Background: an optimization exercise with open tools, aiming at a short achievable clock period and few clock cycles. Do not read the settings as production practice.
The RTL was checked by simulation tests, not by an equivalence proof against the original design.

Design SimTop, start of the top module:
module SimTop(
    input         clock,
    input         reset,
    output [63:0] imem_addr,
    input  [63:0] imem_rdata,
    output [63:0] dmem_addr,
    input  [63:0] dmem_rdata,
    output        dmem_wen,
    output [63:0] dmem_wdata,
    output [63:0] dmem_wmask,
    output        commit_valid,
    output [63:0] commit_pc,
    output [31:0] commit_inst,
    output        commit_wen,
    output [4:0]  commit_wdest,
    output [63:0] commit_wdata
);
function [185-1:0] pack(
  input [31:0] ir, input [63:0] imm, input [63:0] pcimm,
  input is_lui, input is_auipc, input is_jal, input is_jalr, input is_load, input is_store,
  input is_branch, input b_is_rs2, input wen, input rfw, input early, input brx,
  input sub, input sel_add, input sel_slt, input sel_sltu, input sel_and, input sel_or,
  input sel_xor, input sel_sll, input sel_sr, input sra, input word, input uses_rs1,
  input uses_rs2);
  ...
For scale: about 3,700 flip-flops, about 210,000 sq um of cells after synthesis.
Settings: LEC_CHECK=0, CAP_MARGIN=40, CORE_MARGIN=2, CORE_UTILIZATION=55, SLEW_MARGIN=30, TNS_END_PERCENT=100; clock period 15.5 ns.
standard.sh (not shown) runs the stock make flow with config.mk's settings and CLKGATE_MAP_FILE= SYNTH_SCRIPT=/design/flow/synth_recipe.tcl, a recipe that flattens the netlist after the stock synthesis.
==> flow/flow/run.sh <==
#!/bin/bash
# Own layout flow: the standard ORFS flow (standard.sh, unchanged
# synthesis and floorplan), with
#  - after global routing, antenna diodes also where a net comes within
#    30% of its antenna limit (flow/grt_post.tcl), so that detailed routing
#    seldom needs further antenna repair rounds.
# Each ORFS step writes its own log under orfs/logs/; make's output goes to
# flow_make.log.
set -euo pipefail
MARGIN=$(cat flow/margin.txt)
export POST_GLOBAL_ROUTE_TCL=$PWD/flow/grt_post.tcl
sed "s|CLKGATE_MAP_FILE= |CLKGATE_MAP_FILE= SETUP_SLACK_MARGIN=${MARGIN} |" standard.sh > standard_margin.sh
bash standard_margin.sh finish > flow_make.log 2>&1
==> flow/flow/grt_post.tcl <==
# Run after ORFS's global routing (POST_GLOBAL_ROUTE_TCL): add antenna diodes
# with a 30% ratio margin, then rewrite the route guides for detailed routing.
puts "Repair antennas with margin..."
repair_antennas -ratio_margin 30 -iterations 3
check_placement -verbose
check_antennas
write_guides $::env(RESULTS_DIR)/route.guide
==> flow/flow/margin.txt <==
11
The first run finished but fails on capacitance limit, slew limit.
Testbench counts at the start, summed over its fixed seeds: cycles 44,577.
Change:
--- a/flow/flow/run.sh
+++ b/flow/flow/run.sh
@@ -3,0 +4,2 @@
+#  - port buffers of a plain buffer cell (buf_4) rather than the delay cell
+#    buffer_ports picks by default; every port is still buffered;
@@ -11,0 +14 @@
+export BUFFER_PORTS_ARGS="-inputs -outputs -buffer_cell sky130_fd_sc_hd__buf_4"
Result: With this change the flow completed without violations. Global-route usage fell by 0.52 points. Die area does not change. Fmax fell by 0.93%.

---

## umber
Another version of the RTL of SimTop (not shown whole).
Size in the first run: about 20000 cells after synthesis, about 550 I/O pins, about 220000 um2 of cells after synthesis.
Design SimTop, start of the top module:
module SimTop(
    input         clock,
    input         reset,
    output [63:0] imem_addr,
    input  [63:0] imem_rdata,
    output [63:0] dmem_addr,
    input  [63:0] dmem_rdata,
    output        dmem_wen,
    output [63:0] dmem_wdata,
    output [63:0] dmem_wmask,
    output        commit_valid,
    output [63:0] commit_pc,
    output [31:0] commit_inst,
    output        commit_wen,
    output [4:0]  commit_wdest,
    output [63:0] commit_wdata
);
function [185-1:0] pack(
  input [31:0] ir, input [63:0] imm, input [63:0] pcimm,
  input is_lui, input is_auipc, input is_jal, input is_jalr, input is_load, input is_store,
  input is_branch, input b_is_rs2, input wen, input rfw, input early, input brx,
  input sub, input sel_add, input sel_slt, input sel_sltu, input sel_and, input sel_or,
  input sel_xor, input sel_sll, input sel_sr, input sra, input word, input uses_rs1,
  input uses_rs2);
  pack = {ir, imm, pcimm, is_lui, is_auipc, is_jal, is_jalr, is_load, is_store,
          is_branch, b_is_rs2, wen, rfw, early, brx, sub, sel_add, sel_slt, sel_sltu,
          sel_and, sel_or, sel_xor, sel_sll, sel_sr, sra, word, uses_rs1, uses_rs2};
endfunction
reg         d_vreg;
wire        d_valid;                   
reg  [185-1:0] d_dec;
reg         d_pred;
reg  [63:0] d_pc;                      
reg         d_m1x, d_m1m, d_m1w, d_m2x, d_m2m, d_m2w;
reg         d_stall;                   
reg         d_use_alt;                 
reg         d_altok;                   
reg         m_late;                    
reg         d_alt_late;                
reg         a_bad;                     
reg  [4:0]  d_rs1, d_rs2;              
reg         a_valid;
reg  [185-1:0] a_dec, a2_dec;       
reg         a_pred, a2_pred;
reg  [15:0] a_addr, a_off;
reg         a_m1w, a_m2w;
wire [15:0] a_next = a_addr + (a_pred ? a_off : 16'd4);    
reg         x_valid;
reg  [63:0] x_pc;
reg  [31:0] x_ir;
  ...
export LEC_CHECK = 0
export CAP_MARGIN = 30
export CORE_MARGIN = 2
export CORE_UTILIZATION = 55
export PLACE_DENSITY = 0.65
export SLEW_MARGIN = 30
export TNS_END_PERCENT = 100
create_clock -name core_clock -period 15.5 [get_ports {clock}]
==> flow/flow/run.sh <==
#!/bin/bash
# Own layout flow: the standard ORFS flow (standard.sh, unchanged
# synthesis and floorplan), with
#  - port buffers of a plain buffer cell (buf_4) rather than the delay cell
#    buffer_ports picks by default; every port is still buffered;
#  - after global routing, one more slew / capacitance repair
#    (flow/grt_post.tcl), since the aggressive timing repair can leave a net
#    near its limits.
# Each ORFS step writes its own log under orfs/logs/; make's output goes to
# flow_make.log.
set -euo pipefail
MARGIN=$(cat flow/margin.txt)
export BUFFER_PORTS_ARGS="-inputs -outputs -buffer_cell sky130_fd_sc_hd__buf_4"
export POST_GLOBAL_ROUTE_TCL=$PWD/flow/grt_post.tcl
sed "s|CLKGATE_MAP_FILE= |CLKGATE_MAP_FILE= SETUP_SLACK_MARGIN=${MARGIN} |" standard.sh > standard_margin.sh
bash standard_margin.sh finish > flow_make.log 2>&1
==> flow/flow/grt_post.tcl <==
# Run after ORFS's global routing (POST_GLOBAL_ROUTE_TCL): repair slew and
# capacitance once more on global-route parasitics, then legalise and
# re-route the changed nets and rewrite the route guides.
puts "Final slew / capacitance repair..."
estimate_parasitics -global_routing
repair_design -slew_margin 30 -cap_margin 30 -match_cell_footprint -verbose
global_route -start_incremental
detailed_placement
global_route -end_incremental
check_placement -verbose
estimate_parasitics -global_routing
report_check_types -max_slew -max_capacitance
write_guides $::env(RESULTS_DIR)/route.guide
Scripts as last shown in full above: flow/flow/margin.txt
umber went all the way through the flow, and no timing, DRC or antenna check failed.
Testbench counts of umber, summed over its fixed seeds: cycles 44,725.
Here is what was changed in the inputs of cedar compared with umber.
- PLACE_DENSITY: 0.65 -> unset
[summary]
cedar against umber: fraction of standard cell area that is sequential flat; largest net degree at the start of global routing down about 23%; time the final worst path needs with I/O delays and setup down 0.078 ns. The portion of the clock cycle consumed by the worst path in the final layout in cedar sits 0.50 points below the value recorded for umber. cedar against umber: design area barely changed; wire length climbed 1.6%.

## re-timing with driven ports
In the flow no input, the clock included, has a driving cell. The finished layouts below were timed again as built, in two steps. Step 1 sets driving cells, clkbuf_16 on the clock port and buf_2 on the other inputs (assumed; they add their load-dependent delay and slew). Step 2 times the ports against the registers' clock, not the clock port: input delays grow and output delays shrink by t, the midpoint of the rising clock arrivals with the driver on. a / b / c = ideal / step 1 / step 2; a / b = the first two.
run	t, ns	setup WS [ns]	worst setup path after step 2
the first run of note 1	1.158	10.078 / 10.080 / 9.005	input to register
the second run of note 1	1.153	10.027 / 10.098 / 8.945	input to register
umber	1.153	10.586 / 10.586 / 9.579	input to register
cedar	1.147	10.663 / 10.535 / 9.571	input to register
For cedar, which loses most, drivers alone change the setup slack by -0.128 ns; drivers and shift together by -1.092 ns.
